Background: an optimization exercise with open tools, aiming at small area and a short achievable clock period. Do not read the settings as production practice. In this exercise RTL edits were held to simulation tests only and were not proved equivalent to the original.

Design montgomery_kyber, start of the top module:
module montgomery_kyber(clk, a, b, out);
input clk;
input [11:0] a, b;
output [11:0] out;
wire n0;
k_nand2 un0 (.a(a[0]), .b(b[0]), .y(n0));
wire n1;
k_nand2 un1 (.a(a[0]), .b(b[1]), .y(n1));
wire n2;
k_nand2 un2 (.a(a[0]), .b(b[2]), .y(n2));
wire n3;
k_nand2 un3 (.a(a[0]), .b(b[3]), .y(n3));
wire n4;
k_nand2 un4 (.a(a[0]), .b(b[4]), .y(n4));
wire n5;
k_nand2 un5 (.a(a[0]), .b(b[5]), .y(n5));
wire n6;
k_nand2 un6 (.a(a[0]), .b(b[6]), .y(n6));
wire n7;
k_nand2 un7 (.a(a[0]), .b(b[7]), .y(n7));
wire n8;
k_nand2 un8 (.a(a[0]), .b(b[8]), .y(n8));
wire n9;
k_nand2 un9 (.a(a[0]), .b(b[9]), .y(n9));
wire n10;
k_nand2 un10 (.a(a[0]), .b(b[10]), .y(n10));
wire n11;
k_nand2 un11 (.a(a[0]), .b(b[11]), .y(n11));
wire n12;
k_nand2 un12 (.a(a[1]), .b(b[0]), .y(n12));
wire n13;
k_nand2 un13 (.a(a[1]), .b(b[1]), .y(n13));
wire n14;
k_nand2 un14 (.a(a[1]), .b(b[2]), .y(n14));
wire n15;
k_nand2 un15 (.a(a[1]), .b(b[3]), .y(n15));
wire n16;
k_nand2 un16 (.a(a[1]), .b(b[4]), .y(n16));
wire n17;
k_nand2 un17 (.a(a[1]), .b(b[5]), .y(n17));
wire n18;
k_nand2 un18 (.a(a[1]), .b(b[6]), .y(n18));
wire n19;
k_nand2 un19 (.a(a[1]), .b(b[7]), .y(n19));
wire n20;
k_nand2 un20 (.a(a[1]), .b(b[8]), .y(n20));
wire n21;
k_nand2 un21 (.a(a[1]), .b(b[9]), .y(n21));
wire n22;
k_nand2 un22 (.a(a[1]), .b(b[10]), .y(n22));
wire n23;
k_nand2 un23 (.a(a[1]), .b(b[11]), .y(n23));
wire n24;
k_nand2 un24 (.a(a[2]), .b(b[0]), .y(n24));
wire n25;
k_nand2 un25 (.a(a[2]), .b(b[1]), .y(n25));
wire n26;
k_nand2 un26 (.a(a[2]), .b(b[2]), .y(n26));
wire n27;
k_nand2 un27 (.a(a[2]), .b(b[3]), .y(n27));
wire n28;
k_nand2 un28 (.a(a[2]), .b(b[4]), .y(n28));
wire n29;
k_nand2 un29 (.a(a[2]), .b(b[5]), .y(n29));
wire n30;
k_nand2 un30 (.a(a[2]), .b(b[6]), .y(n30));
wire n31;
k_nand2 un31 (.a(a[2]), .b(b[7]), .y(n31));
  ...
Settings: LEC_CHECK=0, CAP_MARGIN=20, CORE_MARGIN=2, CORE_UTILIZATION=40, CTS_BUF_LIST=sky130_fd_sc_hd__clkbuf_4 sky130_fd_sc_hd__clkbuf_8, SETUP_SLACK_MARGIN=5, SLEW_MARGIN=20, SYNTH_HIERARCHICAL=1, SYNTH_MINIMUM_KEEP_SIZE=0; clock period 12.0 ns.
standard.sh (not shown) runs the stock make flow with config.mk's settings and CLKGATE_MAP_FILE= SYNTH_SCRIPT=/design/flow/synth_recipe.tcl, a recipe that flattens the netlist after the stock synthesis.
==> flow/flow/run.sh <==
#!/bin/bash
set -euo pipefail
MARGIN=${MARGIN:-5.82}
BUF=${BUF:-sky130_fd_sc_hd__buf_1}
HERE=$(cd "$(dirname "$0")" && pwd)
bash standard.sh "SETUP_SLACK_MARGIN=$MARGIN" \
  "BUFFER_PORTS_ARGS=-buffer_cell $BUF" \
  "PRE_FLOORPLAN_TCL=$HERE/downsize.tcl" finish > flow_make.log 2>&1
==> flow/flow/downsize.tcl <==
# Before floorplanning: set every combinational cell to its smallest drive
# strength (x1) so that repair_timing sizes up only the cells that need it.
# Flip-flops are left as synthesis made them.
set db [ord::get_db]
set n 0
foreach inst [[ord::get_db_block] getInsts] {
  set m [[$inst getMaster] getName]
  if {[regexp {^(sky130_fd_sc_hd__[a-z0-9]+)_([0-9]+)$} $m -> base sz] && $sz > 1 && ![string match "*__df*" $base] && ![string match "*__dl*" $base]} {
    set new [$db findMaster ${base}_1]
    if {$new ne "NULL"} {
      $inst swapMaster $new
      incr n
    }
  }
}
puts "downsize: $n cells set to x1"
Edit:
==> flow/flow/run.sh (replaced) <==
#!/bin/bash
set -euo pipefail
MARGIN=${MARGIN:-5.75}
BUF=${BUF:-sky130_fd_sc_hd__buf_1}
RECOVER=${RECOVER:-0}
bash standard.sh "SETUP_SLACK_MARGIN=$MARGIN" \
  "BUFFER_PORTS_ARGS=-buffer_cell $BUF" "RECOVER_POWER=$RECOVER" finish > flow_make.log 2>&1
removed: flow/flow/downsize.tcl
Worst setup slack degrades by 0.039 ns. Synthesized cell count is unchanged. Cell area goes up by 2.3%. Wire length increases by 6.8%. Worst hold slack degrades by 0.025 ns. Final cell count barely changes. Global-route usage hardly moves. Non-clock buffer count came out lower by 5. Critical path depth is unchanged.
Edit:
==> flow/flow/run.sh (replaced) <==
#!/bin/bash
set -euo pipefail
MARGIN=${MARGIN:-5.75}
BUF=${BUF:-sky130_fd_sc_hd__buf_1}
HERE=$(cd "$(dirname "$0")" && pwd)
bash standard.sh "SETUP_SLACK_MARGIN=$MARGIN" \
  "BUFFER_PORTS_ARGS=-buffer_cell $BUF" \
  "PRE_FLOORPLAN_TCL=$HERE/downsize.tcl" finish > flow_make.log 2>&1
==> flow/flow/downsize.tcl (new file) <==
# Before floorplanning: set every combinational cell to its smallest drive
# strength (x1) so that repair_timing sizes up only the cells that need it.
# Flip-flops are left as synthesis made them.
set db [ord::get_db]
set n 0
foreach inst [[ord::get_db_block] getInsts] {
  set m [[$inst getMaster] getName]
  if {[regexp {^(sky130_fd_sc_hd__[a-z0-9]+)_([0-9]+)$} $m -> base sz] && $sz > 1 && ![string match "*__df*" $base] && ![string match "*__dl*" $base]} {
    set new [$db findMaster ${base}_1]
    if {$new ne "NULL"} {
      $inst swapMaster $new
      incr n
    }
  }
}
puts "downsize: $n cells set to x1"
The new run completed without violations.
Via count shrinks slightly.
Routed wire length came out lower by a few percent.
Edit:
==> flow/flow/run.sh (replaced) <==
#!/bin/bash
set -euo pipefail
MARGIN=${MARGIN:-5.9}
BUF=${BUF:-sky130_fd_sc_hd__buf_1}
RECOVER=${RECOVER:-0}
bash standard.sh "SETUP_SLACK_MARGIN=$MARGIN" \
  "BUFFER_PORTS_ARGS=-buffer_cell $BUF" "RECOVER_POWER=$RECOVER" finish > flow_make.log 2>&1
removed: flow/flow/downsize.tcl
Effect:
- cell area goes up by a few percent
- utilization goes up by 0.79 points
- setup slack improved by 0.078 ns
- worst hold slack got worse by 0.077 ns
- clock-buffer cell count goes down by 1
- final cell count goes up slightly
- via count goes up by a few percent
Edit:
==> flow/flow/run.sh (replaced) <==
#!/bin/bash
set -euo pipefail
MARGIN=${MARGIN:-5.75}
BUF=${BUF:-sky130_fd_sc_hd__buf_2}
RECOVER=${RECOVER:-0}
bash standard.sh "SETUP_SLACK_MARGIN=$MARGIN" \
  "BUFFER_PORTS_ARGS=-buffer_cell $BUF" "RECOVER_POWER=$RECOVER" finish > flow_make.log 2>&1
=> Final area goes down by about 2.7%; area after synthesis does not change; utilization is lower by 1.2 points; critical path depth increases by 1.
Edit:
==> flow/flow/run.sh (replaced) <==
#!/bin/bash
set -euo pipefail
MARGIN=${MARGIN:-5.6}
BUF=${BUF:-sky130_fd_sc_hd__buf_1}
HERE=$(cd "$(dirname "$0")" && pwd)
bash standard.sh "SETUP_SLACK_MARGIN=$MARGIN" \
  "BUFFER_PORTS_ARGS=-buffer_cell $BUF" \
  "PRE_FLOORPLAN_TCL=$HERE/downsize.tcl" finish > flow_make.log 2>&1
==> flow/flow/downsize.tcl (new file) <==
# Before floorplanning: set every combinational cell to its smallest drive
# strength (x1) so that repair_timing sizes up only the cells that need it.
# Flip-flops are left as synthesis made them.
set db [ord::get_db]
set n 0
foreach inst [[ord::get_db_block] getInsts] {
  set m [[$inst getMaster] getName]
  if {[regexp {^(sky130_fd_sc_hd__[a-z0-9]+)_([0-9]+)$} $m -> base sz] && $sz > 1 && ![string match "*__df*" $base] && ![string match "*__dl*" $base]} {
    set new [$db findMaster ${base}_1]
    if {$new ne "NULL"} {
      $inst swapMaster $new
      incr n
    }
  }
}
puts "downsize: $n cells set to x1"
The new run finished clean.
Clock-buffer cell count does not change.
Setup slack got worse by 0.14 ns.
Worst hold slack gains 0.081 ns.
Routed wire length is lower by 6.8%.
Non-clock buffer count came out higher by 1.
Global-route usage is about the same.
Via count goes down by 2.7%.
First-iteration DRC count grows by 7.6%.

-- static timing again, ports no longer ideal --
The flow's constraints put no driver on any port. The routed layouts listed below were extracted and timed again, unchanged, in two steps. Step 1 (the two cells are an assumption about what drives the block):
set clk [get_ports {clk}]
set_driving_cell -lib_cell sky130_fd_sc_hd__clkbuf_16 $clk
set_driving_cell -lib_cell sky130_fd_sc_hd__buf_2 [delete_from_list [all_inputs] $clk]
Step 2 moves the port delays by t, midway between the first and last clock arrival at a register: inputs arrive t later, outputs are due t later. That takes back most of the time a late clock gives input paths. a / b / c = ideal / step 1 / step 2; a / b = the first two.
| run | shift t [ns] | setup slack, ns | hold WS [ns] | worst setup path at the end | worst register clock-pin slew, ns |
|---|---|---|---|---|---|
| the first run | 0.281 | 5.982 / 5.987 / 5.705 | 2.650 / 2.646 / 2.928 | input to register | 0.07 / 0.07 |
| the second run | 0.281 | 5.942 / 5.949 / 5.668 | 2.625 / 2.621 / 2.902 | input to register | 0.08 / 0.08 |
| the third run | 0.281 | 5.953 / 5.958 / 5.677 | 2.668 / 2.662 / 2.944 | input to register | 0.07 / 0.07 |
| the fourth run | 0.280 | 6.031 / 6.036 / 5.755 | 2.591 / 2.589 / 2.870 | input to register | 0.08 / 0.08 |
| the fifth run | 0.280 | 5.950 / 5.959 / 5.679 | 2.635 / 2.634 / 2.914 | input to register | 0.07 / 0.07 |
| the sixth run | 0.281 | 5.806 / 5.815 / 5.534 | 2.716 / 2.712 / 2.993 | input to register | 0.07 / 0.07 |
After both steps setup and hold are still met in every run listed. The setup slack of the first run, which loses most, moves by +0.005 ns with the drivers and by -0.277 ns with both steps.
